This design comes from an exercise in tuning for small area and a short achievable clock period on the open sky130 flow, not from production work. RTL that was checked went through simulation tests only; none was proved equivalent to the original. The RTL of run 1 was laid out without a check of its function. The clock input has no modelled driver; a real chip could not lean on it and would need a root buffer or a full tree. Power figures rest on the tool's default switching activity, not on a simulated workload.

## design/flow/run.sh

```bash
#!/bin/bash
# synth_recipe.tcl (not shown) runs the flow's synth.tcl, then flattens the netlist and writes it again
# the make line also repeats each setting of config.mk as NAME=value (left out here)
make -C /OpenROAD-flow-scripts/flow DESIGN_CONFIG=/design/flow/config.mk WORK_HOME=/design/flow/orfs CLKGATE_MAP_FILE= SYNTH_SCRIPT=/design/flow/synth_recipe.tcl finish
```

## design/flow/config.mk

```make
export PLATFORM = sky130hd
export DESIGN_NAME = Top_level
export DESIGN_NICKNAME = Top_level
export VERILOG_FILES = /design/flow/design.v
export SDC_FILE = /design/flow/constraint.sdc
export NUM_CORES = 4
export LEC_CHECK = 0
export CAP_MARGIN = 20
export CORE_MARGIN = 2
export CORE_UTILIZATION = 40
export PLACE_DENSITY = 0.6
export SETUP_SLACK_MARGIN = 0.5
export SLEW_MARGIN = 20
```

## design/flow/constraint.sdc

```tcl
create_clock -name core_clock -period 15.0 [get_ports {clk}]
set_input_delay 3.0000 -clock core_clock [delete_from_list [all_inputs] [get_ports {clk}]]
set_output_delay 3.0000 -clock core_clock [all_outputs]
set_load 0.01 [all_outputs]
```

## design/flow/design.v

```verilog
module Top_level(
    input clk, rst,
    output [31:0] imem_addr,
    input  [31:0] imem_data,
    output [31:0] dmem_addr,
    output [31:0] dmem_wdata,
    output dmem_we,
    output dmem_re,
    input  [31:0] dmem_rdata,
    output wb_en,
    output [3:0] wb_dest,
    output [31:0] wb_value
);
    reg  [31:0] pc;
    reg  [31:0] d_ins;          
    reg  [3:0]  d_s2;           
    reg  [31:0] e_a;            
    reg  [31:0] e_b;            
    reg  [31:0] e_rm;           
    reg  [3:0]  e_cmd;          
    reg  [3:0]  e_cond;
    reg  [3:0]  e_dest;
    reg         e_wb, e_mr, e_mw, e_br, e_su, e_hz;
    reg  [31:0] m_alu, m_st;
    reg         m_wb, m_mr, m_mw, m_hz;
    reg  [3:0]  m_dest;
    reg         w_en;
    reg  [3:0]  w_dest;
    reg  [31:0] w_val;
    reg  [3:0]  status;         
    reg  [31:0] rf [1:14];
    reg  [14:1] rf_v;           
    wire [3:0] f_s2 = (imem_data[27:26] == 2'b01 && !imem_data[20]) ?
                      imem_data[15:12] : imem_data[3:0];
    wire [3:0] cond = d_ins[31:28];
    wire [1:0] mode = d_ins[27:26];
    wire       ins_i = d_ins[25];
    wire [3:0] opc  = d_ins[24:21];
    wire       ins_s = d_ins[20];
    wire [3:0] rn   = d_ins[19:16];
    wire [3:0] rd   = d_ins[15:12];
    wire is_dp  = (mode == 2'b00);
    wire is_mem = (mode == 2'b01);
    wire is_br  = (mode == 2'b10);
    wire is_str = is_mem & ~ins_s;
    reg       c_wb, c_su, c_inv;
    reg [3:0] c_cmd;
    always @(*) begin
        c_wb  = 1'b0;
        c_su  = 1'b0;
        c_inv = 1'b0;
        c_cmd = 4'b1000;
        if (is_dp) begin
            case (opc)
                4'b1101: begin c_cmd = 4'b0000; c_wb = 1'b1; c_su = ins_s; end               
                4'b1111: begin c_cmd = 4'b0000; c_inv = 1'b1; c_wb = 1'b1; c_su = ins_s; end  
                4'b0100: begin c_cmd = 4'b1000; c_wb = 1'b1; c_su = ins_s; end               
                4'b0101: begin c_cmd = 4'b1001; c_wb = 1'b1; c_su = ins_s; end               
                4'b0010: begin c_cmd = 4'b1010; c_inv = 1'b1; c_wb = 1'b1; c_su = ins_s; end  
                4'b0110: begin c_cmd = 4'b1011; c_inv = 1'b1; c_wb = 1'b1; c_su = ins_s; end  
                4'b0000: begin c_cmd = 4'b0001; c_wb = 1'b1; c_su = ins_s; end               
                4'b1100: begin c_cmd = 4'b0010; c_wb = 1'b1; c_su = ins_s; end               
                4'b0001: begin c_cmd = 4'b0011; c_wb = 1'b1; c_su = ins_s; end               
                4'b1010: begin c_cmd = 4'b1010; c_inv = 1'b1; c_su = 1'b1; end               
                4'b1000: begin c_cmd = 4'b0001; c_su = 1'b1; end                             
                default: ;
            endcase
        end else if (is_mem) begin
            c_wb = ins_s;
        end
    end
    wire c_mr = is_mem & ins_s;
    wire c_mw = is_str;
    wire [3:0] src1 = rn;
    wire [3:0] src2 = d_s2;
    wire two_src = (is_dp & (opc != 4'b1101) & (opc != 4'b1111)) | is_str;
    function [31:0] rf_read;
        input [3:0] a;
        begin
            if (a == 4'd0 || a == 4'd15)
                rf_read = 32'b0;
            else if (rf_v[a])
                rf_read = rf[a];
            else
                rf_read = {28'b0, a};
        end
    endfunction
    wire [31:0] val_rn = rf_read(src1);
    wire [31:0] val_rm = rf_read(src2);
    wire       ucnst = is_mem | ins_i;
    wire [1:0] ty    = d_ins[6:5];
    wire [4:0] amt   = d_ins[11:7];
    wire [4:0] ramt  = is_mem ? 5'd0 : ins_i ? {d_ins[10:8], 2'b00} :
                       (ty == 2'b00) ? (5'd0 - amt) : amt;
    wire [31:0] rx   = ucnst ? {20'b0, d_ins[11:8] & {4{is_mem}}, d_ins[7:0]} : val_rm;
    wire [31:0] rot  = {rx, rx} >> ramt;
    reg  [31:0] keep;
    integer i;
    always @(*) begin
        for (i = 0; i < 32; i = i + 1) begin
            if (ucnst || ty == 2'b11) keep[i] = 1'b1;
            else if (ty == 2'b00) keep[i] = (i >= amt);
            else keep[i] = (i + amt < 32);
        end
    end
    wire        fill  = ~ucnst & (ty == 2'b10) & val_rm[31];
    wire [31:0] val2  = (rot & keep) | (~keep & {32{fill}});
    wire [31:0] val2x = c_inv ? ~val2 : val2;
    wire [31:0] br_target = pc + {{6{d_ins[23]}}, d_ins[23:0], 2'b00};
    wire N = status[3], Z = status[2], C = status[1], V = status[0];
    reg cmet;
    always @(*) begin
        case (e_cond)
            4'b0000: cmet = Z;
            4'b0001: cmet = ~Z;
            4'b0010: cmet = C;
            4'b0011: cmet = ~C;
            4'b0100: cmet = N;
            4'b0101: cmet = ~N;
            4'b0110: cmet = V;
            4'b0111: cmet = ~V;
            4'b1000: cmet = C & ~Z;
            4'b1001: cmet = ~C | Z;
            4'b1010: cmet = (N == V);
            4'b1011: cmet = (N != V);
            4'b1100: cmet = ~Z & (N == V);
            4'b1101: cmet = Z | (N != V);
            4'b1110: cmet = 1'b1;
            default: cmet = 1'b0;
        endcase
    end
    wire x_wb = e_wb & cmet;
    wire x_mr = e_mr & cmet;
    wire x_mw = e_mw & cmet;
    wire x_br = e_br & cmet;
    wire x_su = e_su & cmet;
    wire        arith = e_cmd[3];
    wire        sub   = e_cmd[1];
    wire [31:0] a     = e_a;
    wire [31:0] b     = e_b;
    wire        cin   = e_cmd[0] ? C : sub;
    wire [33:0] sum34 = {1'b0, a, 1'b1} + {1'b0, b, cin};
    wire [31:0] sum   = sum34[32:1];
    wire        cout  = sum34[33];
    wire [31:0] p     = a ^ b;
    wire [31:0] k     = {a[30:0] | b[30:0], cin};
    wire        zsum  = (p == k);
    reg  [31:0] lres;
    always @(*) begin
        case (e_cmd[1:0])
            2'b00:   lres = b;
            2'b01:   lres = a & b;
            2'b10:   lres = a | b;
            default: lres = p;
        endcase
    end
    wire [31:0] res = arith ? sum : lres;
    wire [3:0] flags = {res[31],
                        arith ? zsum : (lres == 32'b0),
                        arith & cout,
                        arith & (a[31] == b[31]) & (sum[31] != a[31])};
    wire exe_hit = (e_dest == src1) | ((e_dest == src2) & two_src);
    wire mem_hit = (m_dest == src1) | ((m_dest == src2) & two_src);
    wire hazard  = (e_hz & cmet & exe_hit) | (m_hz & mem_hit);
    wire bubble  = hazard | x_br;
    wire [31:0] wbv = m_mr ? dmem_rdata : m_alu;
    wire rf_we = m_wb & (m_dest != 4'd0) & (m_dest != 4'd15);
    always @(posedge clk or posedge rst) begin
        if (rst) begin
            pc     <= 32'b0;
            d_ins  <= 32'b0;
            d_s2   <= 4'b0;
            e_wb <= 1'b0; e_mr <= 1'b0; e_mw <= 1'b0; e_br <= 1'b0; e_su <= 1'b0; e_hz <= 1'b0;
            m_wb <= 1'b0; m_mr <= 1'b0; m_mw <= 1'b0; m_hz <= 1'b0;
            w_en   <= 1'b0;
            status <= 4'b0;
            rf_v   <= 14'b0;
        end else begin
            if (x_br)
                pc <= e_a;
            else if (~hazard)
                pc <= pc + 32'd1;
            if (x_br) begin
                d_ins <= 32'b0;
                d_s2  <= 4'b0;
            end else if (~hazard) begin
                d_ins <= imem_data;
                d_s2  <= f_s2;
            end
            if (bubble) begin
                e_wb <= 1'b0; e_mr <= 1'b0; e_mw <= 1'b0; e_br <= 1'b0; e_su <= 1'b0; e_hz <= 1'b0;
            end else begin
                e_wb <= c_wb;
                e_mr <= c_mr;
                e_mw <= c_mw;
                e_br <= is_br;
                e_su <= c_su;
                e_hz <= c_wb & (c_mr | (rd != 4'd0));
            end
            m_wb <= x_wb;
            m_mr <= x_mr;
            m_mw <= x_mw;
            m_hz <= x_wb & (e_dest != 4'd0);
            w_en <= m_wb;
            if (x_su)
                status <= flags;
            if (rf_we)
                rf_v[m_dest] <= 1'b1;
        end
    end
    always @(posedge clk) begin
        e_a    <= is_br ? br_target : val_rn;
        e_b    <= val2x;
        e_rm   <= val_rm;
        e_cmd  <= c_cmd;
        e_cond <= cond;
        e_dest <= rd;
        m_alu  <= res;
        m_st   <= e_rm;
        m_dest <= e_dest;
        w_dest <= m_dest;
        w_val  <= wbv;
        if (rf_we)
            rf[m_dest] <= wbv;
    end
    assign imem_addr  = pc;
    assign dmem_addr  = m_alu;
    assign dmem_wdata = m_st;
    assign dmem_we    = m_mw;
    assign dmem_re    = m_mr;
    assign wb_en      = w_en;
    assign wb_dest    = w_dest;
    assign wb_value   = w_val;
endmodule
```

==> out/metrics.cfg, run 1 <==
[synthesis]
synth_warnings=1
ys_seq_area_frac=0.484
yosys.cell_types.count=97
syn_inst=3604
synth_common_cells=edfxtp_1 (448), nand2_1 (261), nor2_1 (257)
synth-async-reset-ratio=0.128
synth_area_per_cell_um2=11.5
synth_nets=3788
synth.most_common_cell=edfxtp_1
synth_seq_cells=756
synthTopCellsByArea=edfxtp_1 (32%), dfxtp_1 (10%), mux4_2 (9.5%)
synth_flop_cell=edfxtp_1
synth_largest_area_cell=edfxtp_1
synth_edf_count=448
syn-cell-area_um2=41600
synth_top_area_share=0.324

[timing]
fin_ws_ns=8.98
slew_headroom=0.228
hold_slack_ns=0.320
finalCritPeriodShare=0.401
post-route-min-period_ns=6.02
slew_violations=0
worst_pin_slew_ns=1.16
rsz0062_at_grt=no
setup_violations=0
hold_viol=0
max_freq_mhz=166
skew_ns=0.0431
finalSetupTns_ns=0

[routing]
first_iter_violations=4008
post_drt_wl_per_cell_um=27.6
firstDrtPassIters=6
drtAntennaViolNets=0
drc_errors=0
vias_per_cell=6.02
num_vias=31051
routed_wl_mm=142

[pwr]
p_leak_nw=18.1
total_power_mw=10.8
power_density_nw_per_um2=225
peakVddDrop_mv=0.134

[clocking]
cts_sinks=756
cts_tree=yes
cts-root-buf=clkbuf_16
cts_htree_levels=3
cts.path.max_buffers=3
clkLatencyLatePin_ns=0.70
clkTransAtPathRegs_ns=0.06
cts_buffers=85
postCtsHoldBufs=0
cts.repair.resized=0
cts_setup_buffers=0

[placement]
dp.cells=5002
gp_congestion=1.02
pre_cts_ws_ns=9.03
placed_area_um2=44800
dpl.hpwl_mm=97.8
io_buffer_count=200

[grt]
grt_overflow_total=0
grt_max_degree=136
grt_pass1_wl_mm=205
track_usage=0.262
grt_pass1_vias=29486
antenna_found_initial=7

[layout]
fin_nets=3893
syn2layout_area_growth_pct=15.2
fin_area_um2=47900
drive_gt1_frac=0.152
instances_no_fill=5162
seqCellArea_um2=20100
multi_input_area_um2=19700
finish.utilization=0.464
fillers=9371

[setup_path]
cp.arrival_ns=6.60
slowest_delay_ns=0.85
critPathLaunchType=flop
crit_chain=buf_4, buf_4, mux2_2, mux4_2, a221oi_2, o22ai_1, o211ai_2, a31oi_1, a31oi_1, nor2_1, a211o_1, a31o_1, xnor2_1
cp_max_fo=53
slowest_stage=dfrtp_4
crit_path_end_kind=flop
crit_type=flop to flop
crit_required_ns=15.57
path_buf_inv=2
crit_family=compound AO/OA/AOI/OAI gates

[floorplanning]
io_pins=201
die_x_um=326
coreArea_um2=103000
die_area_um2=107000
start_util=0.402
die_y_um=326
fp-row-count=118

[job]
cap_violations=0

[run_status]
status=timing/DRC/antenna clean

[worst_hold_path]
hp-class=flop to flop

-- logic make-up after synthesis --
kind of cell               after synthesis  synth area share
buffers and inverters                  426            0.0435
adders and majority gates              118            0.0359
AOI/OAI and AO/OA                      732             0.117
DFF                                    756             0.484
and+or+nand+nor                        853            0.0959
xor gates and xnor gates               174            0.0367
muxes                                  545             0.188
-- path summary, 6_finish.rpt --
path	start	to	slack [ns]	cells after the start
max	d_s2[0]$_DFFE_PP0P_	e_b[31]$_DFF_P_	8.98	13
min	e_rm[22]$_DFF_P_	m_st[22]$_DFF_P_	0.32	0
max reg2reg	d_s2[0]$_DFFE_PP0P_	e_b[31]$_DFF_P_	8.98	13
min reg2reg	e_rm[22]$_DFF_P_	m_st[22]$_DFF_P_	0.32	0
max in group asynchronous	rst	d_ins[4]$_DFFE_PP0P_	10.98	3
min in group asynchronous	rst	d_ins[30]$_DFFE_PP0P_	2.79	2
-- area by class of cell --
cell class              instances  area share
flip-flops and latches        756       0.420
multi-input cells            2422       0.412
repair buffers                271      0.0534
clock buffers                 107      0.0496
well taps                    1380      0.0360
clock inverters                52      0.0150
inverters                     173      0.0136
diodes                          1   0.0000522
-- layer usage --
| metal | GRT usage | routed length, um |
|---|---|---|
| met5 | 0 | 25 |
| met3 | 0.0444 | 12300 |
| met1 | 0.358 | 58400 |
| met2 | 0.411 | 64500 |
| met4 | 0.117 | 7010 |
-- sequential cells by signal, indices dropped and copies added (netlist names), 14 cells and up --
| signal | count |
|---|---|
| m_alu | 32 |
| w_val | 32 |
| m_st | 32 |
| e_b | 32 |
| d_ins | 32 |
| e_rm | 32 |
| e_a | 32 |
| rf | 448 |
| pc | 32 |
| rf_v | 14 |
-- placed cells by master (no fill, tap or decap), types with 26 or more instances in the layout --
| cell type | n |
|---|---|
| nor3_1 | 51 |
| mux2_2 | 115 |
| xor2_1 | 83 |
| nand4_1 | 41 |
| nand3_1 | 61 |
| mux2i_1 | 239 |
| o21ai_0 | 159 |
| a21oi_1 | 151 |
| mux4_2 | 176 |
| nor2_1 | 256 |
| a211oi_1 | 55 |
| clkdlybuf4s50_1 | 200 |
| buf_4 | 69 |
| nor2b_1 | 29 |
| xnor2_1 | 91 |
| inv_1 | 170 |
| ha_1 | 116 |
| dfxtp_1 | 210 |
| o22ai_1 | 55 |
| a21o_1 | 51 |
| clkbuf_16 | 89 |
| dfrtp_1 | 88 |
| a31oi_1 | 26 |
| nand2_1 | 260 |
| edfxtp_1 | 448 |
-- power breakdown --
group / internal (mW) / leakage, nW / total, mW / switching [mW]
clock: 1.38 / 1.50 / 2.30 / 0.924
combinational: 2.02 / 9.53 / 5.21 / 3.19
sequential: 2.78 / 7.04 / 3.28 / 0.500
==> run 2: changes to the inputs <==
--- a/design/flow/design.v
+++ b/design/flow/design.v
@@ -30,3 +30,3 @@
     reg  [3:0]  status;         
-    reg  [31:0] rf [1:14];
+    wire [31:0] wbv;            
     reg  [14:1] rf_v;           
@@ -76,12 +76,19 @@
     wire two_src = (is_dp & (opc != 4'b1101) & (opc != 4'b1111)) | is_str;
+    wire        rf_we = m_wb & (m_dest != 4'd0) & (m_dest != 4'd15);
+    wire [31:0] rfq [0:15];
+    assign rfq[0]  = 32'b0;
+    assign rfq[15] = 32'b0;
+    genvar g;
+    generate
+        for (g = 1; g < 15; g = g + 1) begin : R
+            reg [31:0] q;
+            always @(posedge clk)
+                if (m_wb && m_dest == g)
+                    q <= wbv;
+            assign rfq[g] = rf_v[g] ? q : g;
+        end
+    endgenerate
     function [31:0] rf_read;
-        input [3:0] a;
-        begin
-            if (a == 4'd0 || a == 4'd15)
-                rf_read = 32'b0;
-            else if (rf_v[a])
-                rf_read = rf[a];
-            else
-                rf_read = {28'b0, a};
-        end
+        input [3:0] ad;
+        rf_read = rfq[ad];
     endfunction
@@ -165,4 +172,3 @@
     wire bubble  = hazard | x_br;
-    wire [31:0] wbv = m_mr ? dmem_rdata : m_alu;
-    wire rf_we = m_wb & (m_dest != 4'd0) & (m_dest != 4'd15);
+    assign wbv = m_mr ? dmem_rdata : m_alu;
     always @(posedge clk or posedge rst) begin
@@ -222,4 +228,2 @@
         w_val  <= wbv;
-        if (rf_we)
-            rf[m_dest] <= wbv;
     end
==> design/flow/flow/run.sh (new file) <==
#!/bin/bash
# Standard ORFS layout (the standard.sh), with timing repair aimed well
# below the clock period: the setup margin makes repair_timing work until
# paths are about 4 ns long, and the port buffers start as buf_2 so they can
# be resized.  All make output goes to flow_make.log.
set -euo pipefail
bash standard.sh \
    SETUP_SLACK_MARGIN=10.5 \
    "BUFFER_PORTS_ARGS=-buffer_cell sky130_fd_sc_hd__buf_2" \
    finish > flow_make.log 2>&1
==> design/flow/standard.sh (new file) <==
#!/bin/bash
# synth_recipe.tcl (not shown) runs the flow's synth.tcl, then flattens the netlist and writes it again
# the make line also repeats each setting of config.mk as NAME=value (left out here)
make -C /OpenROAD-flow-scripts/flow DESIGN_CONFIG=/design/flow/config.mk WORK_HOME=/design/flow/orfs CLKGATE_MAP_FILE= SYNTH_SCRIPT=/design/flow/synth_recipe.tcl "${@:-finish}"
removed: design/flow/run.sh
==> run 2 against run 1 <==
  * Synthesized area shrank 4.3%
  * First-iteration DRC count grew 36%
  * Critical endpoint is now e_b[30]$_DFF_P_
  * Sequential cell count is the same
  * Combinational power shrank 7.1%
  * Sequential share of layout area grew 2.3 points
  * Clock skew shrank 0.0071 ns
  * Sequential power is essentially flat
  * Global-route usage grew 6.8 points
  * Maximum frequency grew 33%
  * Non-clock buffer count grew 55
==> out/metrics.cfg, run 2 <==
[run_status]
status=timing/DRC/antenna clean

[setup_path]
crit_path_end_kind=flop
cp.arrival_ns=5.09  ; -1.51 ns
crit_family=simple AND/OR/NAND/NOR gates
crit_required_ns=15.54  ; -0.03 ns
crit_type=flop to flop
crit_chain=nor2b_1, buf_4, and3_1, nor4_1, nand4_1, a32oi_2, nand2_1, a2bb2oi_1, nand2_1, a2111oi_0, or3_1, xnor2_1
r2r_cells=12  ; -1
r2r_end=e_b[30]$_DFF_P_
slowest_delay_ns=0.69  ; -0.16 ns
critPathLaunchType=flop
r2r_setup_slack_ns=10.46  ; +1.48 ns
cp_max_fo=13  ; -75%
cpMostUsedCell=nand2_1
path_buf_inv=1  ; -1
rr_startpoint=rf_v[2]$_DFFE_PP0P_
slowest_stage=dfrtp_1

[grt]
grt_overflow_total=0  ; unchanged
grt_pass1_wl_mm=242  ; +18%
track_usage=0.331  ; +0.0683
grt_max_degree=104  ; -24%
grt_pass1_vias=32931  ; +12%
antenna_found_initial=15  ; +8

[routing]
routed_wl_mm=174  ; +22%
first_iter_violations=5468  ; +36%
drtAntennaViolNets=0  ; unchanged
num_vias=34661  ; +12%
firstDrtPassIters=9  ; +3
drc_errors=0  ; unchanged
post_drt_wl_per_cell_um=32.8  ; +19%
vias_per_cell=6.55  ; +8.9%

[synthesis]
syn-cell-area_um2=39800  ; -4.3%
syn_inst=3781  ; +4.9%
synth_largest_area_cell=edfxtp_1
synth_common_cells=edfxtp_1 (448), nand2_1 (321), dfxtp_1 (211)
synth_top_area_share=0.338  ; +0.0144
yosys.cell_types.count=106  ; +9.3%
ys_seq_area_frac=0.505  ; +0.0216
synth_area_per_cell_um2=10.5  ; -8.8%
synth_edf_count=448  ; unchanged
synth-async-reset-ratio=0.128  ; unchanged
synthTopCellsByArea=edfxtp_1 (34%), dfxtp_1 (11%), dfrtp_1 (6.1%)
synth_flop_cell=edfxtp_1
synth_warnings=1  ; unchanged
synth_nets=3960  ; +4.5%
synth_seq_cells=756  ; unchanged
synth.most_common_cell=edfxtp_1

[floorplanning]
start_util=0.404  ; +0.00151
die_x_um=319  ; -2.1%
die_area_um2=102000  ; -4.2%
io_pins=201  ; unchanged
coreArea_um2=98600  ; -4.6%
die_y_um=319  ; -2.1%
fp-row-count=115  ; -2.5%

[worst_hold_path]
worstHoldStart=e_rm[22]$_DFF_P_
hold_path_depth=0  ; unchanged
hp-class=flop to flop
min_to=m_st[22]$_DFF_P_

[layout]
regMostFlops=R.q
largest_reg_flops=448  ; unchanged
finish.utilization=0.460  ; -0.00326
syn2layout_area_growth_pct=14.0
fin_area_um2=45400  ; -5.3%
fin_nets=4102  ; +5.4%
drive_gt1_frac=0.165  ; +0.0128
layout_common_cells=edfxtp_1 (448), nand2_1 (319), dfxtp_1 (209), buf_2 (200), nor2_1 (183)
final_common_cell=edfxtp_1
fillers=9184  ; -2.0%

[placement]
gp_congestion=1.00  ; -1.7%
placed_area_um2=42200  ; -5.7%
io_buffer_count=200  ; unchanged
dpl.hpwl_mm=120  ; +23%

[timing]
post-route-min-period_ns=4.54  ; -1.48 ns
hold_viol=0  ; unchanged
setup_violations=0  ; unchanged
finalSetupTns_ns=0  ; unchanged
slew_violations=0  ; unchanged
hold_slack_ns=0.318  ; -0.00242 ns
finalCritPeriodShare=0.303  ; -0.0988
max_freq_mhz=220  ; +33%
rsz0062_at_grt=yes
worst_pin_slew_ns=1.25  ; +0.0922 ns
skew_ns=0.0360  ; -0.00709 ns
slew_headroom=0.163  ; -0.0646

[clocking]
cts-root-buf=clkbuf_16
cts_sinks=756  ; unchanged
cts.path.max_buffers=3  ; unchanged
cts_buffers=85  ; unchanged
cts_tree=yes
clkTransAtPathRegs_ns=0.06  ; about the same
cts_htree_levels=3  ; unchanged
clkLatencyLatePin_ns=0.69  ; about the same
postCtsHoldBufs=0  ; unchanged

[pwr]
p_leak_nw=17.2  ; -5.1%
peakVddDrop_mv=0.106  ; -21%
total_power_mw=10.3  ; -4.6%
power_density_nw_per_um2=227  ; +0.71%

[job]
cap_violations=0  ; unchanged

-- run 2: routing by layer --
metal / GRT usage / wire length [um]
met3: 0.0946 / 21000
met2: 0.494 / 74100
met4: 0.219 / 13000
met5: 0 / 128
met1: 0.417 / 65300
-- run 2: final cells by class --
type	instances	area [um^2]	share of cell area
clock buffers	119	2490	0.0549
inverters	153	578	0.0127
well taps	1287	1610	0.0355
multi-input cells	2601	18200	0.401
diodes	7	17.5	0.000386
flip-flops and latches	756	20100	0.443
repair buffers	326	1980	0.0437
clock inverters	41	372	0.00819
-- run 2: power by group --
group          total, mW  internal, mW  switching [mW]
sequential          3.31          2.82           0.484
clock               2.15          1.24           0.912
combinational       4.84          1.61            3.23
-- run 2: timing repair --
| action | 4_1_cts | 5_1_grt |
|---|---|---|
| buffers inserted | 4 | 9 |
| setup endpoints to repair | 33 | 34 |
| pin swaps | 2 | 5 |
| gates resized for setup | 10 | 25 |
-- run 2: worst max path at each step --
stage	cells after the start	end	from	slack, ns
finish	12	e_b[30]$_DFF_P_	rf_v[2]$_DFFE_PP0P_	10.46
global placement	14	e_b[30]$_DFF_P_	d_s2[0]$_DFFE_PP0P_	9.96
floorplan	3	R[1].q[0]$_DFFE_PP_	m_dest[3]$_DFF_P_	10.61
CTS	14	e_b[30]$_DFF_P_	d_s2[1]$_DFFE_PP0P_	10.50
global route	13	e_b[30]$_DFF_P_	d_s2[2]$_DFFE_PP0P_	10.46
detailed placement	14	e_b[30]$_DFF_P_	d_s2[0]$_DFFE_PP0P_	9.96
-- run 2: stage by stage --
stage,worst slack (ns),instances
2_1_floorplan,10.61,3781
3_3_place_gp,9.96,5110
3_5_place_dp,9.96,5110
4_1_cts,10.50,5274
5_1_grt,10.46,5285
6_report,10.46,5290
-- run 2: kinds of logic (layout without fill, tap and decap cells) --
logic type	count (synthesis)	in the layout	share of synthesized area
AND/OR/NAND/NOR	1175	1175	0.150
AO/OA/AOI/OAI	1005	1005	0.181
flip-flops	756	756	0.505
buffers and inverters	424	639	0.0439
XOR/XNOR	168	168	0.0370
multiplexers	140	140	0.0468
adder cells (fa/ha/maj)	113	113	0.0359
other	0	7	0
==> run 3: changes to the inputs <==
--- a/design/flow/design.v
+++ b/design/flow/design.v
@@ -18,3 +18,5 @@
     reg  [31:0] e_b;            
-    reg  [31:0] e_rm;           
+    reg         e_inv;          
+    reg  [11:0] e_off;          
+    reg         e_memc;         
     reg  [3:0]  e_cmd;          
@@ -77,5 +79,3 @@
     wire        rf_we = m_wb & (m_dest != 4'd0) & (m_dest != 4'd15);
-    wire [31:0] rfq [0:15];
-    assign rfq[0]  = 32'b0;
-    assign rfq[15] = 32'b0;
+    wire [31:0] rfq [1:14];
     genvar g;
@@ -87,3 +87,3 @@
                     q <= wbv;
-            assign rfq[g] = rf_v[g] ? q : g;
+            assign rfq[g] = q;
         end
@@ -92,3 +92,10 @@
         input [3:0] ad;
-        rf_read = rfq[ad];
+        reg   [31:0] acc;
+        integer j;
+        begin
+            acc = 32'b0;
+            for (j = 1; j < 15; j = j + 1)
+                acc = acc | ({32{(ad == j) & rf_v[j]}} & rfq[j]);
+            rf_read = acc | {28'b0, (ad != 4'd0 && ad != 4'd15 && !rf_v[ad]) ? ad : 4'b0};
+        end
     endfunction
@@ -96,8 +103,9 @@
     wire [31:0] val_rm = rf_read(src2);
-    wire       ucnst = is_mem | ins_i;
+    wire       ucnst = (ins_i & ~is_mem) | is_br;
     wire [1:0] ty    = d_ins[6:5];
     wire [4:0] amt   = d_ins[11:7];
-    wire [4:0] ramt  = is_mem ? 5'd0 : ins_i ? {d_ins[10:8], 2'b00} :
+    wire [4:0] ramt  = (is_mem | is_br) ? 5'd0 : ins_i ? {d_ins[10:8], 2'b00} :
                        (ty == 2'b00) ? (5'd0 - amt) : amt;
-    wire [31:0] rx   = ucnst ? {20'b0, d_ins[11:8] & {4{is_mem}}, d_ins[7:0]} : val_rm;
+    wire [31:0] rx   = is_br ? {{6{d_ins[23]}}, d_ins[23:0], 2'b00} :
+                       ucnst ? {24'b0, d_ins[7:0]} : val_rm;
     wire [31:0] rot  = {rx, rx} >> ramt;
@@ -107,3 +115,3 @@
         for (i = 0; i < 32; i = i + 1) begin
-            if (ucnst || ty == 2'b11) keep[i] = 1'b1;
+            if (ucnst || is_mem || ty == 2'b11) keep[i] = 1'b1;
             else if (ty == 2'b00) keep[i] = (i >= amt);
@@ -112,6 +120,4 @@
     end
-    wire        fill  = ~ucnst & (ty == 2'b10) & val_rm[31];
+    wire        fill  = ~ucnst & ~is_mem & (ty == 2'b10) & val_rm[31];
     wire [31:0] val2  = (rot & keep) | (~keep & {32{fill}});
-    wire [31:0] val2x = c_inv ? ~val2 : val2;
-    wire [31:0] br_target = pc + {{6{d_ins[23]}}, d_ins[23:0], 2'b00};
     wire N = status[3], Z = status[2], C = status[1], V = status[0];
@@ -146,3 +152,3 @@
     wire [31:0] a     = e_a;
-    wire [31:0] b     = e_b;
+    wire [31:0] b     = e_memc ? {20'b0, e_off} : e_inv ? ~e_b : e_b;
     wire        cin   = e_cmd[0] ? C : sub;
@@ -176,3 +182,4 @@
             pc     <= 32'b0;
-            d_ins  <= 32'b0;
+            d_ins[31:26] <= 6'b0;
+            d_ins[24:12] <= 13'b0;
             d_s2   <= 4'b0;
@@ -185,3 +192,3 @@
             if (x_br)
-                pc <= e_a;
+                pc <= sum;
             else if (~hazard)
@@ -189,6 +196,8 @@
             if (x_br) begin
-                d_ins <= 32'b0;
+                d_ins[31:26] <= 6'b0;
+                d_ins[24:12] <= 13'b0;
                 d_s2  <= 4'b0;
             end else if (~hazard) begin
-                d_ins <= imem_data;
+                d_ins[31:26] <= imem_data[31:26];
+                d_ins[24:12] <= imem_data[24:12];
                 d_s2  <= f_s2;
@@ -217,5 +226,11 @@
     always @(posedge clk) begin
-        e_a    <= is_br ? br_target : val_rn;
-        e_b    <= val2x;
-        e_rm   <= val_rm;
+        if (~x_br & ~hazard) begin
+            d_ins[25]   <= imem_data[25];
+            d_ins[11:0] <= imem_data[11:0];
+        end
+        e_a    <= is_br ? pc : val_rn;
+        e_b    <= val2;
+        e_inv  <= c_inv;
+        e_off  <= d_ins[11:0];
+        e_memc <= is_mem;
         e_cmd  <= c_cmd;
@@ -224,3 +239,3 @@
         m_alu  <= res;
-        m_st   <= e_rm;
+        m_st   <= e_b;
         m_dest <= e_dest;
==> design/flow/flow/run.sh (replaced) <==
#!/bin/bash
# Standard ORFS layout (the standard.sh, standard synthesis unchanged),
# with these changes:
#  * timing repair aims well below the clock period (setup margin 11 ns),
#    free to resize across cell footprints;
#  * port buffers start as buf_2, so they can be resized;
#  * clock tree: larger sink clusters (fewer, fully loaded leaf buffers) and
#    no dummy loads.
# All make output goes to flow_make.log; each ORFS step keeps its own log
# under orfs/logs.
set -euo pipefail
bash standard.sh \
    SETUP_SLACK_MARGIN=11 \
    MATCH_CELL_FOOTPRINT=0 \
    "BUFFER_PORTS_ARGS=-buffer_cell sky130_fd_sc_hd__buf_2" \
    "CTS_ARGS=-sink_clustering_enable -repair_clock_nets -dont_use_dummy_load -sink_clustering_size 22 -sink_clustering_max_diameter 100" \
    finish > flow_make.log 2>&1
==> run 3 against run 2 <==
  * Sequential share of layout area increased by 2.9 points
  * Routed wire length down 7.4%
  * Clock skew is 0.0083 ns lower
  * Combinational power fell by 2%
  * Critical path type is now flop to output port
  * First-iteration DRC count decreased by 9.0%
  * Design area down 6.8%
  * Sequential power fell by 2%
  * Largest cell class unchanged
  * Maximum frequency rose by 6.5%
  * Sequential cell count down 18
==> out/metrics.cfg, run 3 <==
[timing]
slew_violations=0  ; unchanged
hold_slack_ns=0.365  ; +0.0470 ns
skew_ns=0.0278  ; -0.00826 ns
finalCritPeriodShare=0.284  ; -0.0185
finalSetupTns_ns=0  ; unchanged
rsz0062_at_grt=yes
setup_violations=0  ; unchanged
max_freq_mhz=235  ; +6.5%
post-route-min-period_ns=4.26  ; -0.278 ns
hold_viol=0  ; unchanged
slew_headroom=0.344  ; +0.181
worst_pin_slew_ns=0.980  ; -0.270 ns

[layout]
finish.utilization=0.455  ; -0.00502
regMostFlops=R.q
fin_nets=3693  ; -10%
final_common_cell=edfxtp_1
syn2layout_area_growth_pct=13.3
fin_area_um2=42300  ; -6.8%
largest_reg_flops=448  ; unchanged
drive_gt1_frac=0.194  ; +0.0294
layout_common_cells=edfxtp_1 (461), a22oi_1 (322), nand2_1 (223), nor2_1 (173), inv_1 (161)

[clocking]
cts_htree_levels=2  ; -1
clkTransAtPathRegs_ns=0.09  ; +0.03 ns
cts_sinks=738  ; -2.4%
clkLatencyLatePin_ns=0.62  ; -0.07 ns
cts-root-buf=clkbuf_16
cts_tree=yes
cts_buffers=40  ; -53%
cts.path.max_buffers=3  ; unchanged

[worst_hold_path]
hp-class=flop to flop
hold_path_depth=0  ; unchanged

[setup_path]
crit_family=flip-flops
path_buf_inv=1  ; unchanged
crit_required_ns=12.00  ; -3.54 ns
cp_max_fo=2  ; -11
cp.arrival_ns=1.26  ; -3.83 ns
crit_type=flop to output port
slowest_delay_ns=0.50  ; -0.19 ns
crit_chain=buf_6
crit_path_end_kind=output port
slowest_stage=dfrtp_2
critPathLaunchType=flop
r2r_cells=12  ; unchanged
cp.depth=1  ; -11

[synthesis]
synth_flop_cell=edfxtp_1
synth_area_per_cell_um2=11.0  ; +4.2%
synth-async-reset-ratio=0.114  ; -0.0145
syn-cell-area_um2=37300  ; -6.2%
synth_seq_cells=738  ; -2.4%
synth.most_common_cell=edfxtp_1
synth_warnings=1  ; unchanged
synthTopCellsByArea=edfxtp_1 (37%), dfxtp_1 (10%), a22oi_1 (6.5%)
synth_edf_count=461  ; +2.9%
synth_common_cells=edfxtp_1 (461), a22oi_1 (323), nand2_1 (224)
ys_seq_area_frac=0.530  ; +0.0253
yosys.cell_types.count=89  ; -16%
syn_inst=3406  ; -9.9%
synth_nets=3567  ; -9.9%
synth_largest_area_cell=edfxtp_1
synth_top_area_share=0.371  ; +0.0327

[floorplanning]
fp-row-count=112  ; -2.6%
die_y_um=310  ; -3.1%
start_util=0.402  ; -0.00189
io_pins=201  ; unchanged
die_x_um=310  ; -3.1%
coreArea_um2=92900  ; -5.7%
die_area_um2=95800  ; -6.1%

[routing]
routed_wl_mm=161  ; -7.4%
num_vias=31589  ; -8.9%
firstDrtPassIters=10  ; +1
post_drt_wl_per_cell_um=33.6  ; +2.4%
drtAntennaViolNets=0  ; unchanged
first_iter_violations=4975  ; -9.0%
vias_per_cell=6.60  ; +0.76%
drc_errors=0  ; unchanged

[pwr]
power_density_nw_per_um2=216  ; -4.9%
p_leak_nw=15.3  ; -11%
peakVddDrop_mv=0.0817  ; -23%
total_power_mw=9.12  ; -11%

[run_status]
status=timing/DRC/antenna clean

[grt]
antenna_found_initial=3  ; -12
grt_max_degree=56  ; -46%
grt_pass1_wl_mm=223  ; -7.8%
grt_pass1_vias=29487  ; -10%
track_usage=0.327  ; -0.00325
grt_overflow_total=0  ; unchanged

[placement]
gp_congestion=1.02  ; +1.2%
placed_area_um2=39500  ; -6.4%
dpl.hpwl_mm=104  ; -13%
io_buffer_count=200  ; unchanged

[job]
cap_violations=0  ; unchanged

## run 3: cell types whose count changed in the layout (fill, tap and decap cells not counted), moves of 31 or more
cell,delta
buf_2,-105
a222oi_1,+31
dfxtp_2,+66
o21ai_0,-51
nand2_1,-96
dfxtp_1,-96
and3_1,-96
buf_6,+102
a22oi_1,+174
clkbuf_16,-49
a2111oi_0,-35
dfrtp_1,-39
nor3_1,-31
## run 3: what timing repair did
item	in CTS	in global routing
endpoints found under the setup margin	220	202
gates resized for setup	258	78
buffers inserted	50	20
hold buffers	0	0
pin swaps	2	6
hold endpoints to repair	0	0
## run 3: cell families (layout without fill, tap and decap cells)
| logic type | after synthesis | after routing | share of synthesized area |
|---|---|---|---|
| AO/OA/AOI/OAI | 966 | 966 | 0.184 |
| flip-flops | 738 | 738 | 0.530 |
| buffers and inverters | 426 | 550 | 0.0461 |
| other | 0 | 1 | 0 |
| multiplexers | 150 | 150 | 0.0534 |
| AND/OR/NAND/NOR | 882 | 882 | 0.119 |
| adder cells (fa/ha/maj) | 95 | 95 | 0.0320 |
| XOR/XNOR | 149 | 149 | 0.0349 |
## run 3: routing by layer
layer	wire length (um)	vias up	GRT usage
met5	24	-	0
met4	10700	4	0.184
met3	18800	498	0.0718
met2	71400	2370	0.509
met1	59800	15487	0.423
li1	-	13230	-
## run 3: layout make-up
cell class	count	area (um^2)
Inverter	163	619
Multi-Input combinational cell	2242	16300
Antenna cell	1	2.50
Clock buffer	40	1000
Fill cell	8603	50600
Timing Repair Buffer	347	2830
Tap cell	1254	1570
Sequential cell	738	20000
## run 3: final timing paths
path	start	end	slack [ns]
setup / recovery	pc[31]$_DFFE_PP0P_	imem_addr[31]	10.74
hold / removal	e_b[12]$_DFF_P_	m_st[12]$_DFF_P_	0.36
setup reg to reg	d_s2[1]$_DFFE_PP0P_	e_b[10]$_DFF_P_	11.08
hold reg to reg	e_b[12]$_DFF_P_	m_st[12]$_DFF_P_	0.36
max in group asynchronous	rst	pc[3]$_DFFE_PP0P_	11.22
min in group asynchronous	rst	d_ins[21]$_DFFE_PP0P_	2.50
## run 3: report_power, final
part           switching (mW)  internal [mW]
clock                   0.665          0.478
sequential              0.459           2.79
combinational            3.07           1.67
total                    4.19           4.93
## run 3: metrics by stage
| stage | worst slack [ns] | instances |
|---|---|---|
| CTS | 10.74 | 4764 |
| global route | 10.73 | 4784 |
| floorplan | 11.03 | 3406 |
| global placement | 10.34 | 4674 |
| finish | 10.74 | 4785 |
| detailed placement | 10.31 | 4674 |
==> run 4: changes to the inputs <==
--- a/design/flow/flow/run.sh
+++ b/design/flow/flow/run.sh
@@ -6,4 +6,5 @@
 #  * port buffers start as buf_2, so they can be resized;
-#  * clock tree: larger sink clusters (fewer, fully loaded leaf buffers) and
-#    no dummy loads.
+#  * clock tree: sink clusters of up to 22 flip-flops, no dummy loads, and
+#    the H-tree's root buffer removed (flow/cts_hook.tcl), so the clock port
+#    drives the tree's first 4 buffers directly.
 # All make output goes to flow_make.log; each ORFS step keeps its own log
@@ -16,2 +17,3 @@
     "CTS_ARGS=-sink_clustering_enable -repair_clock_nets -dont_use_dummy_load -sink_clustering_size 22 -sink_clustering_max_diameter 100" \
+    "PRE_CTS_TCL=$PWD/flow/cts_hook.tcl" \
     finish > flow_make.log 2>&1
==> design/flow/flow/cts_hook.tcl (new file) <==
proc drop_clock_root {} {
  set block [ord::get_db_block]
  set root [$block findInst clkbuf_0_clk]
  if {$root eq "NULL"} { puts "drop_clock_root: no root buffer"; return }
  set innet [[$root findITerm A] getNet]
  set outnet [[$root findITerm X] getNet]
  set loads {}
  foreach it [$outnet getITerms] { if {[$it getInst] ne $root} { lappend loads $it } }
  set bufs 1
  foreach it $loads {
    if {![string match "sky130_fd_sc_hd__clkbuf*" [[[$it getInst] getMaster] getName]]} { set bufs 0 }
  }
  if {[llength $loads] > 4 || !$bufs} {
    puts "drop_clock_root: root drives [llength $loads] pins, kept"
    return
  }
  foreach it $loads { $it disconnect; $it connect $innet }
  [$root findITerm A] disconnect
  [$root findITerm X] disconnect
  odb::dbInst_destroy $root
  odb::dbNet_destroy $outnet
  puts "drop_clock_root: clock port now drives [llength $loads] buffers"
}
rename clock_tree_synthesis my_cts_orig
proc clock_tree_synthesis {args} {
  my_cts_orig {*}$args
  drop_clock_root
}
==> run 4 against run 3 <==
  * Still clean
  * Register-to-register slack worse by 0.12 ns
  * Die area unchanged
  * Non-clock buffer count down 16
  * Global-route usage down 0.22 points
  * Power down 2.3%
  * Hold slack better by 0.0075 ns
  * Sequential cell count unchanged
  * Worst setup slack better by 0.20 ns
  * Via count down 0.32%
  * Critical path type unchanged
  * Highest routed layer unchanged
==> out/metrics.cfg, run 4 <==
[run_status]
status=timing/DRC/antenna clean

[placement]
io_buffer_count=200  ; unchanged
placed_area_um2=39500  ; unchanged
dpl.hpwl_mm=104  ; unchanged
gp_congestion=1.02  ; unchanged

[routing]
num_vias=31488  ; -0.32%
post_drt_wl_per_cell_um=33.7  ; +0.24%
drc_errors=0  ; unchanged
routed_wl_mm=161  ; about the same
drtAntennaViolNets=0  ; unchanged
first_iter_violations=5061  ; +1.7%
vias_per_cell=6.60  ; about the same
firstDrtPassIters=10  ; unchanged

[worst_hold_path]
hp-class=flop to flop
worstHoldStart=e_b[12]$_DFF_P_

[pwr]
comb_power_share=0.515  ; -0.004
power_density_nw_per_um2=214  ; -0.64%
power.switching_mw=4.15  ; -0.94%
peakVddDrop_mv=0.0823  ; +0.80%
p_leak_nw=15.1  ; -1.5%
p_sw_frac=0.466  ; +0.00651
total_power_mw=8.91  ; -2.3%
power_frac_clock=0.125  ; about the same
seqPwrFrac=0.360  ; +0.004
internal-power_mw=4.76  ; -3.5%

[setup_path]
slowest_stage=dfrtp_2
crit_required_ns=12.00  ; about the same
critPathLaunchType=flop
rr_startpoint=d_s2[0]$_DFFE_PP0P_
crit_chain=buf_6
crit_family=flip-flops
cp.arrival_ns=1.06  ; -0.20 ns
worstSetupStartpoint=pc[28]$_DFFE_PP0P_
path_buf_inv=1  ; unchanged
crit_path_end_kind=output port
crit_type=flop to output port
cp_max_fo=2  ; unchanged
slowest_delay_ns=0.50  ; about the same

[layout]
layout_common_cells=edfxtp_1 (461), a22oi_1 (323), nand2_1 (223), dfxtp_1 (176), nor2_1 (174)
fin_nets=3677  ; -0.43%
fin_area_um2=41600  ; -1.7%
drive_gt1_frac=0.172  ; -0.0227
syn2layout_area_growth_pct=11.4
regMostFlops=R.q
largest_reg_flops=448  ; unchanged
final_common_cell=edfxtp_1

[job]
cap_violations=0  ; unchanged

[timing]
finalSetupTns_ns=0  ; unchanged
rsz0062_at_grt=yes
post-route-min-period_ns=4.06  ; -0.204 ns
slew_headroom=0.228  ; -0.116
slew_violations=0  ; unchanged
finalCritPeriodShare=0.271  ; -0.0136
max_freq_mhz=246  ; +5.0%
worst_pin_slew_ns=1.15  ; +0.174 ns
setup_violations=0  ; unchanged
hold_viol=0  ; unchanged
skew_ns=0.0306  ; +0.00284 ns

[clocking]
cts_sinks=738  ; unchanged
clkLatencyLatePin_ns=0.42  ; -0.20 ns
clkTransAtPathRegs_ns=0.10  ; about the same

[synthesis]
synth-async-reset-ratio=0.114  ; unchanged
synth_nets=3567  ; unchanged
synth_area_per_cell_um2=11.0  ; unchanged
syn-cell-area_um2=37300  ; unchanged
yosys.cell_types.count=89  ; unchanged
syn_inst=3406  ; unchanged
synth_flop_cell=edfxtp_1
synth_warnings=1  ; unchanged
synth_common_cells=edfxtp_1 (461), a22oi_1 (323), nand2_1 (224)
synth_largest_area_cell=edfxtp_1
ys_seq_area_frac=0.530  ; unchanged
synth_top_area_share=0.371  ; unchanged
synth_seq_cells=738  ; unchanged
synthTopCellsByArea=edfxtp_1 (37%), dfxtp_1 (10%), a22oi_1 (6.5%)
synth.most_common_cell=edfxtp_1
synth_edf_count=461  ; unchanged

[floorplanning]
start_util=0.402  ; unchanged
die_area_um2=95800  ; unchanged
io_pins=201  ; unchanged
coreArea_um2=92900  ; unchanged
die_y_um=310  ; unchanged
die_x_um=310  ; unchanged
fp-row-count=112  ; unchanged

[grt]
antenna_found_initial=5  ; +2
grt_pass1_vias=29311  ; -0.60%
grt_pass1_wl_mm=222  ; -0.49%
grt_max_degree=56  ; unchanged
grt_overflow_total=0  ; unchanged
track_usage=0.325  ; -0.00215

-- run 4: routing by layer --
layer / global-route usage / up-vias / wire length, um
li1: - / 13203 / -
met1: 0.424 / 15416 / 59300
met2: 0.502 / 2382 / 71000
met3: 0.0667 / 481 / 19500
met4: 0.190 / 6 / 10900
met5: 0 / - / 34
-- run 4: worst paths after layout --
path,end,slack [ns],cells after the start
max,imem_addr[28],10.94,1
min reg2reg,m_st[12]$_DFF_P_,0.37,0
min in group asynchronous,d_ins[21]$_DFFE_PP0P_,2.71,2
max reg2reg,e_b[23]$_DFF_P_,10.96,12
min,m_st[12]$_DFF_P_,0.37,0
max in group asynchronous,d_s2[3]$_DFFE_PP0P_,11.26,3
-- run 4: what timing repair did --
action / in CTS / in global routing
endpoints found under the setup margin: 166 / 91
hold buffers: 0 / 0
resized for setup: 110 / 58
gates cloned: 0 / 1
pin swaps: 3 / 4
buffers inserted: 40 / 14
-- run 4: power by group through the flow --
stage                     Clock [mW]  Combinational (mW)  Sequential [mW]
after global placement             0                4.15             3.28
final                           1.11                4.59             3.21
after floorplan                    0                2.57             3.06
after global routing            1.18                4.83             3.23
after CTS                       1.12                4.40             3.19
after detailed placement           0                4.15             3.28
-- run 4: metrics by stage --
stage                     setup WS, ns  cells  hold WS (ns)   util
after CTS                        10.93   4753         0.373  0.444
after floorplan                  11.03   3406         0.329      -
final                            10.94   4773         0.372  0.448
after detailed placement         10.31   4674         0.360  0.426
after global routing             10.91   4768         0.382  0.447
after global placement           10.34   4674         0.358  0.426
-- run 4: logic make-up after synthesis --
family                     share of synthesized area
adders and majority gates                     0.0320
and+or+nand+nor                                0.119
AOI/OAI and AO/OA                              0.184
DFF                                            0.530
xor gates and xnor gates                      0.0349
muxes                                         0.0534
buffers and inverters                         0.0461
-- run 4: area by class of cell --
type,count,area (um^2)
sequential,738,19900
multi-input combinational,2243,16300
antenna,5,12.5
inverter,163,619
timing repair buffer,331,2220
fill,8665,51300
clock buffer,39,976
tap,1254,1570
==> run 5: changes to the inputs <==
--- a/design/flow/flow/run.sh
+++ b/design/flow/flow/run.sh
@@ -3,4 +3,5 @@
 # with these changes:
-#  * timing repair aims well below the clock period (setup margin 11 ns),
+#  * timing repair aims well below the clock period (setup margin 11.1 ns),
 #    free to resize across cell footprints;
+#  * 55% core utilisation and 0.75 placement density (shorter wires);
 #  * port buffers start as buf_2, so they can be resized;
@@ -13,4 +14,6 @@
 bash standard.sh \
-    SETUP_SLACK_MARGIN=11 \
+    SETUP_SLACK_MARGIN=11.1 \
     MATCH_CELL_FOOTPRINT=0 \
+    CORE_UTILIZATION=55 \
+    PLACE_DENSITY=0.75 \
     "BUFFER_PORTS_ARGS=-buffer_cell sky130_fd_sc_hd__buf_2" \
==> run 5 against run 4 <==
  * Still clean on timing, DRC and antenna
  * Worst setup slack improved by 0.021 ns
  * Synthesized cell count unchanged
  * Final cell count decreased by 7.9%
  * Utilization increased by 17 points
  * Power decreased by 0.74%
  * Sequential share of layout area increased by 0.46 points
  * Die area decreased by 27%
  * Register-to-register slack improved by 0.17 ns
  * Clock power about the same
  * Critical path depth unchanged
  * Critical endpoint is now dmem_re
  * Combinational power about the same
==> out/metrics.cfg, run 5 <==
[timing]
setup_violations=0  ; unchanged
slew_headroom=0.268  ; +0.0395
finalCritPeriodShare=0.269  ; -0.00139
hold_viol=0  ; unchanged
post-route-min-period_ns=4.04  ; -0.0208 ns
max_freq_mhz=248  ; +0.51%
rsz0062_at_grt=yes
slew_violations=0  ; unchanged
worst_pin_slew_ns=1.09  ; -0.0633 ns
finalSetupTns_ns=0  ; unchanged
skew_ns=0.0769  ; +0.0463 ns

[setup_path]
slowest_delay_ns=0.52  ; +0.02 ns
cp_max_fo=2  ; unchanged
crit_type=flop to output port
critPathLaunchType=flop
crit_required_ns=12.00  ; about the same
endpoint=dmem_re
crit_chain=buf_6
worstSetupStartpoint=m_mr$_DFF_PP0_
path_buf_inv=1  ; unchanged
r2r_setup_slack_ns=11.13  ; +0.17 ns
r2r_cells=12  ; unchanged
crit_path_end_kind=output port
rr_startpoint=d_ins[27]$_DFFE_PP0P_
cp.depth=1  ; unchanged
r2r_end=e_b[12]$_DFF_P_
crit_family=flip-flops
cp.arrival_ns=1.04  ; -0.02 ns
slowest_stage=dfrtp_4

[synthesis]
syn_inst=3406  ; unchanged
yosys.cell_types.count=89  ; unchanged
synth_warnings=1  ; unchanged
syn-cell-area_um2=37300  ; unchanged
synth_nets=3567  ; unchanged
synth_edf_count=461  ; unchanged
synth-async-reset-ratio=0.114  ; unchanged
ys_seq_area_frac=0.530  ; unchanged
synth_top_area_share=0.371  ; unchanged
synthTopCellsByArea=edfxtp_1 (37%), dfxtp_1 (10%), a22oi_1 (6.5%)
synth_seq_cells=738  ; unchanged
synth_common_cells=edfxtp_1 (461), a22oi_1 (323), nand2_1 (224)
synth.most_common_cell=edfxtp_1
synth_area_per_cell_um2=11.0  ; unchanged
synth_flop_cell=edfxtp_1
synth_largest_area_cell=edfxtp_1

[pwr]
internal-power_mw=4.81  ; +1.1%
comb_power_share=0.516  ; about the same
seqPwrFrac=0.359  ; about the same
total_power_mw=8.85  ; -0.74%
power.switching_mw=4.03  ; -2.8%
p_leak_nw=15.2  ; +0.50%
peakVddDrop_mv=0.0995  ; +21%
power_density_nw_per_um2=214  ; about the same
power_frac_clock=0.125  ; about the same
p_sw_frac=0.456  ; -0.00991

[clocking]
clkLatencyLatePin_ns=0.43  ; about the same
cts_sinks=738  ; unchanged
postCtsHoldBufs=0  ; unchanged
clkTransAtPathRegs_ns=0.09  ; about the same

[job]
cap_violations=0  ; unchanged

[layout]
drive_gt1_frac=0.172  ; +0.000413
diodes=0  ; -5
syn2layout_area_growth_pct=10.5
regMostFlops=R.q
final_common_cell=edfxtp_1
finish.utilization=0.614  ; +0.167
fillers=5285  ; -39%
fin_nets=3686  ; +0.24%
layout_common_cells=edfxtp_1 (461), a22oi_1 (323), nand2_1 (222), nor2_1 (174), dfxtp_1 (166)
largest_reg_flops=448  ; unchanged

[placement]
gp_congestion=1.05  ; +3.3%
io_buffer_count=200  ; unchanged
dpl.hpwl_mm=95.3  ; -8.6%

[routing]
num_vias=31960  ; +1.5%
drtAntennaViolNets=0  ; unchanged
vias_per_cell=7.27  ; +10%
drc_errors=0  ; unchanged
post_drt_wl_per_cell_um=33.9  ; +0.67%
first_iter_violations=6329  ; +25%
routed_wl_mm=149  ; -7.3%
firstDrtPassIters=11  ; +1

[worst_hold_path]
hp-class=flop to flop

[grt]
antenna_found_initial=12  ; +7
track_usage=0.415  ; +0.0897
grt_overflow_total=0  ; unchanged
grt_max_degree=60  ; +7.1%
grt_pass1_vias=29788  ; +1.6%
grt_pass1_wl_mm=210  ; -5.4%

[floorplanning]
die_x_um=265  ; -15%
io_pins=201  ; unchanged
start_util=0.556  ; +0.154
coreArea_um2=67200  ; -28%
die_area_um2=70000  ; -27%
die_y_um=265  ; -15%
fp-row-count=95  ; -15%

[run_status]
status=timing/DRC/antenna clean

==> run 5: cell counts after synthesis <==
Identical to the previous run, type by type.
==> run 5: worst min path at each step <==
stage / from / endpoint / slack (ns) / cells past startpoint
after floorplan: m_dest[2]$_DFF_P_ / w_dest[2]$_DFF_P_ / 0.33 / 0
after global placement: d_ins[29]$_DFFE_PP0P_ / e_cond[1]$_DFF_P_ / 0.35 / 0
after detailed placement: d_ins[30]$_DFFE_PP0P_ / e_cond[2]$_DFF_P_ / 0.36 / 0
after CTS: e_b[8]$_DFF_P_ / m_st[8]$_DFF_P_ / 0.37 / 0
after global routing: d_ins[29]$_DFFE_PP0P_ / e_cond[1]$_DFF_P_ / 0.39 / 0
final: d_ins[28]$_DFFE_PP0P_ / e_cond[0]$_DFF_P_ / 0.38 / 0
==> run 5: repair_timing <==
action                     in CTS  in global routing
setup buffers                  54                 14
gates cloned                    0                  0
pin swaps                       2                  4
resized for setup             120                 57
setup endpoints to repair     185                101
==> run 5: logic make-up after synthesis <==
kind of cell,count (synthesis),share of synthesized area
compound gates,966,0.184
simple gates,882,0.119
flops,738,0.530
buf+inv,426,0.0461
mux,150,0.0534
xor+xnor,149,0.0349
fa+ha+maj,95,0.0320
==> run 5: per-layer routing <==
metal	wire length [um]	vias up	track usage
met3	23500	735	0.136
li1	-	13207	-
met5	89	-	0
met1	51700	15065	0.537
met4	11700	16	0.258
met2	62000	2937	0.604
==> run 5: power by group through the flow <==
stage	Sequential (mW)	Clock [mW]	Combinational, mW
after floorplan	3.06	0	2.57
after global placement	3.25	0	3.98
after detailed placement	3.26	0	3.99
after CTS	3.15	1.10	4.29
after global routing	3.19	1.16	4.79
final	3.18	1.10	4.57
==> run 5: cell type report <==
type                            count  area [um^2]  share of cell area
Timing Repair Buffer              340         2370              0.0575
Inverter                          163          619              0.0150
Multi-Input combinational cell   2242        16300               0.394
Clock buffer                       40         1000              0.0243
Tap cell                          873         1090              0.0265
Sequential cell                   738        19900               0.483
==> run 5: metrics by stage <==
| stage | worst slack (ns) | hold slack (ns) | instance area, um^2 | cells |
|---|---|---|---|---|
| final | 10.96 | 0.376 | 41300 | 4396 |
| after global routing | 10.95 | 0.388 | 41300 | 4396 |
| after CTS | 10.96 | 0.372 | 40900 | 4382 |
| after detailed placement | 10.36 | 0.360 | 39000 | 4288 |
| after global placement | 10.41 | 0.355 | 39000 | 4288 |
| after floorplan | 11.03 | 0.329 | 37400 | 3406 |
==> run 6: changes to the inputs <==
--- a/design/flow/flow/run.sh
+++ b/design/flow/flow/run.sh
@@ -9,3 +9,5 @@
 #    the H-tree's root buffer removed (flow/cts_hook.tcl), so the clock port
-#    drives the tree's first 4 buffers directly.
+#    drives the tree's first 4 buffers directly;
+#  * after clock tree synthesis, over-sized logic cells and buffers off the
+#    critical paths are swapped for smaller ones (flow/size_hook.tcl).
 # All make output goes to flow_make.log; each ORFS step keeps its own log
@@ -21,2 +23,3 @@
     "PRE_CTS_TCL=$PWD/flow/cts_hook.tcl" \
+    "POST_CTS_TCL=$PWD/flow/size_hook.tcl" \
     finish > flow_make.log 2>&1
==> design/flow/flow/size_hook.tcl (new file) <==
# Sourced by ORFS's cts.tcl at the end of clock tree synthesis and its timing
# repair (POST_CTS_TCL).  Area recovery: each over-sized logic cell or buffer
# is swapped for the smallest cell of the same function whose output still
# has at least 0.2 ns more setup slack than the design's worst path, and only
# if the worst slack does not drop, its output slew stays under 0.75 ns and
# no max-slew or max-capacitance violation appears.  Flip-flops and the clock
# tree are left alone.  Global routing's repair then works on the result.
proc my_downsize {guard} {
  set block [ord::get_db_block]
  set ws0 [worst_slack -max]
  set slew0 [sta::max_slew_violation_count]
  set cap0 [sta::max_capacitance_violation_count]
  set saved 0.0
  set n 0
  foreach inst [$block getInsts] {
    set m [$inst getMaster]
    set mname [$m getName]
    if {![regexp {^(sky130_fd_sc_hd__[a-z0-9]+)_([0-9]+)$} $mname -> base sz]} continue
    if {$sz <= 1} continue
    if {[regexp {__(df|edf|sdf|dl|clk|tap|fill|decap|conb|diode)} $mname]} continue
    set cell [get_cells -quiet [$inst getName]]
    if {$cell eq ""} continue
    set onclk 0
    foreach it [$inst getITerms] {
      set net [$it getNet]
      if {$net ne "NULL" && [$net getSigType] eq "CLOCK"} { set onclk 1 }
    }
    if {$onclk} continue
    set outs [get_pins -quiet -of_objects $cell -filter "direction == output"]
    if {[llength $outs] != 1} continue
    set w0 [$m getWidth]
    foreach s {0 1 2 4} {
      if {$s >= $sz} break
      set cand "${base}_$s"
      set cm [[ord::get_db] findMaster $cand]
      if {$cm eq "NULL"} continue
      if {[get_lib_cells -quiet */$cand] eq ""} continue
      if {[lsearch $::env(DONT_USE_CELLS) $cand] >= 0} continue
      replace_cell $cell [get_lib_cells */$cand]
      set ok [expr {[get_property $outs slack_max] >= $ws0 + $guard}]
      if {$ok && [worst_slack -max] < $ws0 - 1e-4} { set ok 0 }
      if {$ok} {
        set sr [get_property $outs slew_max_rise]
        set sf [get_property $outs slew_max_fall]
        if {$sr > 0.75 || $sf > 0.75} { set ok 0 }
      }
      if {$ok && [sta::max_slew_violation_count] > $slew0} { set ok 0 }
      if {$ok && [sta::max_capacitance_violation_count] > $cap0} { set ok 0 }
      if {$ok} {
        set saved [expr {$saved + ($w0 - [$cm getWidth]) * [$m getHeight] / 1e6}]
        incr n
        break
      }
      replace_cell $cell [get_lib_cells */$mname]
    }
  }
  puts "my_downsize: $n cells smaller, [format %.1f $saved] um2 saved, worst slack $ws0 -> [worst_slack -max]"
}

log_cmd estimate_parasitics -placement
my_downsize 0.2
puts "my_downsize: max slew violations [sta::max_slew_violation_count], max cap violations [sta::max_capacitance_violation_count]"
==> run 6 against run 5 <==
  * Still clean on timing, DRC and antenna
  * Synthesized area stayed put
  * Count of clock-buffer cells in the layout stayed put
  * Register-to-register slack worse by 0.15 ns
  * Via count is 0.69% higher
  * Critical path type unchanged
  * Largest cell class unchanged
==> out/metrics.cfg, run 6 <==
[setup_path]
crit_required_ns=12.00  ; about the same
slowest_stage=dfrtp_2
crit_type=flop to output port
critPathLaunchType=flop
path_buf_inv=1  ; unchanged
cp_max_fo=2  ; unchanged
cp.depth=1  ; unchanged
crit_family=flip-flops
slowest_delay_ns=0.50  ; -0.02 ns
crit_path_end_kind=output port
r2r_cells=13  ; +1
crit_chain=buf_6
cp.arrival_ns=1.05  ; about the same

[timing]
setup_violations=0  ; unchanged
slew_violations=0  ; unchanged
rsz0062_at_grt=yes
hold_viol=0  ; unchanged
max_freq_mhz=247  ; -0.30%
post-route-min-period_ns=4.05  ; +0.0121 ns
finalSetupTns_ns=0  ; unchanged
skew_ns=0.0811  ; +0.00418 ns
worst_pin_slew_ns=1.05  ; -0.0377 ns
finalCritPeriodShare=0.270  ; +0.000807
slew_headroom=0.293  ; +0.0253

[layout]
fin_nets=3692  ; +0.16%
largest_reg_flops=448  ; unchanged
layout_common_cells=edfxtp_1 (461), a22oi_1 (323), nand2_1 (222), nor2_1 (175), dfxtp_1 (165)
regMostFlops=R.q
drive_gt1_frac=0.114  ; -0.0581
fillers=5401  ; +2.2%
finish.utilization=0.610  ; -0.00432
final_common_cell=edfxtp_1
syn2layout_area_growth_pct=9.73

[routing]
routed_wl_mm=150  ; +0.85%
firstDrtPassIters=10  ; -1
vias_per_cell=7.30  ; +0.44%
post_drt_wl_per_cell_um=34.1  ; +0.59%
drtAntennaViolNets=0  ; unchanged
num_vias=32181  ; +0.69%
first_iter_violations=6695  ; +5.8%
drc_errors=0  ; unchanged

[pwr]
power_density_nw_per_um2=213  ; -0.52%
peakVddDrop_mv=0.0987  ; -0.90%
p_leak_nw=14.9  ; -1.6%

[floorplanning]
fp-row-count=95  ; unchanged
io_pins=201  ; unchanged
die_x_um=265  ; unchanged
coreArea_um2=67200  ; unchanged
die_area_um2=70000  ; unchanged
die_y_um=265  ; unchanged
start_util=0.556  ; unchanged

[synthesis]
synthSimpleGateAreaFrac=0.119  ; unchanged
synth_nets=3567  ; unchanged
synth_edf_count=461  ; unchanged
synth.area.mux_share=0.0534  ; unchanged
syn-cell-area_um2=37300  ; unchanged
synth-xor-area-share=0.0349  ; unchanged
synth-async-reset-ratio=0.114  ; unchanged
synth_common_cells=edfxtp_1 (461), a22oi_1 (323), nand2_1 (224)
synth_flop_cell=edfxtp_1
synth_seq_cells=738  ; unchanged
synth_top_area_share=0.371  ; unchanged
ys_seq_area_frac=0.530  ; unchanged
synth_area_per_cell_um2=11.0  ; unchanged
synthAdderAreaFrac=0.0320  ; unchanged
synthTopCellsByArea=edfxtp_1 (37%), dfxtp_1 (10%), a22oi_1 (6.5%)
synth_largest_area_cell=edfxtp_1
synth.most_common_cell=edfxtp_1
yosys.cell_types.count=89  ; unchanged
synth_warnings=1  ; unchanged
synth_top_family_by_area=compound AO/OA/AOI/OAI gates
syn_inst=3406  ; unchanged
synth_compound_area_frac=0.184  ; unchanged

[placement]
dpl.hpwl_mm=95.3  ; unchanged
io_buffer_count=200  ; unchanged
gp_congestion=1.05  ; unchanged

[job]
cap_violations=0  ; unchanged

[run_status]
status=timing/DRC/antenna clean

[clocking]
clkTransAtPathRegs_ns=0.09  ; about the same
clkLatencyLatePin_ns=0.44  ; about the same
cts_sinks=738  ; unchanged

[worst_hold_path]
hp-class=flop to flop
hold_path_depth=0  ; unchanged

[grt]
grt_max_degree=60  ; unchanged
grt_pass1_wl_mm=210  ; about the same
track_usage=0.415  ; about the same
antenna_found_initial=15  ; +3
grt_pass1_vias=29825  ; +0.12%
grt_overflow_total=0  ; unchanged

run 6: cell counts after synthesis:
No cell type changed its count.
run 6: stage by stage:
| stage | hold WS, ns | setup slack (ns) | cells | power, mW | instance area (um^2) |
|---|---|---|---|---|---|
| after floorplan | 0.329 | 11.03 | 3406 | 5.62 | 37400 |
| after global placement | 0.355 | 10.41 | 4288 | 7.23 | 39000 |
| after detailed placement | 0.360 | 10.36 | 4288 | 7.25 | 39000 |
| after global routing | 0.388 | 10.95 | 4403 | 9.02 | 41000 |
| final | 0.376 | 10.95 | 4407 | 8.74 | 41000 |
run 6: metal layers:
metal | track usage | vias to the layer above | share of wire
met3 | 0.135 | 773 | 0.16
met1 | 0.536 | 15166 | 0.35
li1 | - | 13254 | -
met5 | 0 | - | 0.00057
met4 | 0.258 | 14 | 0.083
met2 | 0.606 | 2974 | 0.41
run 6: kinds of logic after synthesis:
logic type,count (synthesis)
flip-flops,738
AND/OR/NAND/NOR,882
multiplexers,150
XOR/XNOR,149
AO/OA/AOI/OAI,966
buffers and inverters,426
adder cells (fa/ha/maj),95
run 6: final timing paths:
path / start / to / slack, ns
min: d_ins[28]$_DFFE_PP0P_ / e_cond[0]$_DFF_P_ / 0.38
max: pc[29]$_DFFE_PP0P_ / imem_addr[29] / 10.95
max in group asynchronous: rst / pc[9]$_DFFE_PP0P_ / 11.32
max reg2reg: d_ins[27]$_DFFE_PP0P_ / e_b[12]$_DFF_P_ / 10.98
min in group asynchronous: rst / pc[16]$_DFFE_PP0P_ / 2.66
min reg2reg: d_ins[28]$_DFFE_PP0P_ / e_cond[0]$_DFF_P_ / 0.38
run 6: report_power, final:
part	switching [mW]	internal, mW
logic	2.99	1.46
clock network	0.629	0.477
registers	0.408	2.78
run 6: final cells by class:
cell class,instances,area (um^2),area share
flip-flops and latches,738,19900,0.486
multi-input cells,2243,16300,0.397
repair buffers,345,2060,0.0502
well taps,873,1090,0.0267
clock buffers,40,1000,0.0244
inverters,163,619,0.0151
diodes,5,12.5,0.000305

[re-timing with driven ports]
In the flow no input, the clock included, has a driving cell. The finished layouts below were timed again as built, in two steps.
Step 1 (the two cells are an assumption about what drives the block):
set clk [get_ports {clk}]
set_driving_cell -lib_cell sky130_fd_sc_hd__clkbuf_16 $clk
set_driving_cell -lib_cell sky130_fd_sc_hd__buf_2 [delete_from_list [all_inputs] $clk]
Step 2, shift: input delay + t, output delay - t, t = (earliest + latest rising clock arrival at the registers) / 2. This alone moves slack from input paths to output paths.
Slacks: no drivers / after step 1 / after step 2; pairs: no drivers / after step 1.
run | t, ns | setup WS [ns] | worst hold slack (ns) | worst slew at a driven data input, ns | cell pins on the clock port's net
run 1 | 0.745 | 8.978 / 8.978 / 8.978 | 0.320 / 0.320 / 0.320 | 0.08 | 1
run 2 | 0.746 | 10.459 / 10.458 / 10.280 | 0.318 / 0.318 / 0.318 | 0.05 | 1
run 3 | 0.677 | 10.737 / 10.666 / 10.592 | 0.365 / 0.365 / 0.365 | 0.04 | 1
run 4 | 0.532 | 10.942 / 10.815 / 10.816 | 0.372 / 0.372 / 0.372 | 0.04 | 4
run 5 | 0.527 | 10.962 / 10.831 / 10.761 | 0.376 / 0.376 / 0.376 | 0.05 | 4
run 6 | 0.530 | 10.950 / 10.817 / 10.754 | 0.376 / 0.376 / 0.376 | 0.06 | 4
After both steps setup and hold are still met in every run listed. For run 5, which loses most, drivers alone change the setup slack by -0.131 ns; drivers and shift together by -0.201 ns. The worst setup slack also covers recovery checks on asynchronous resets.
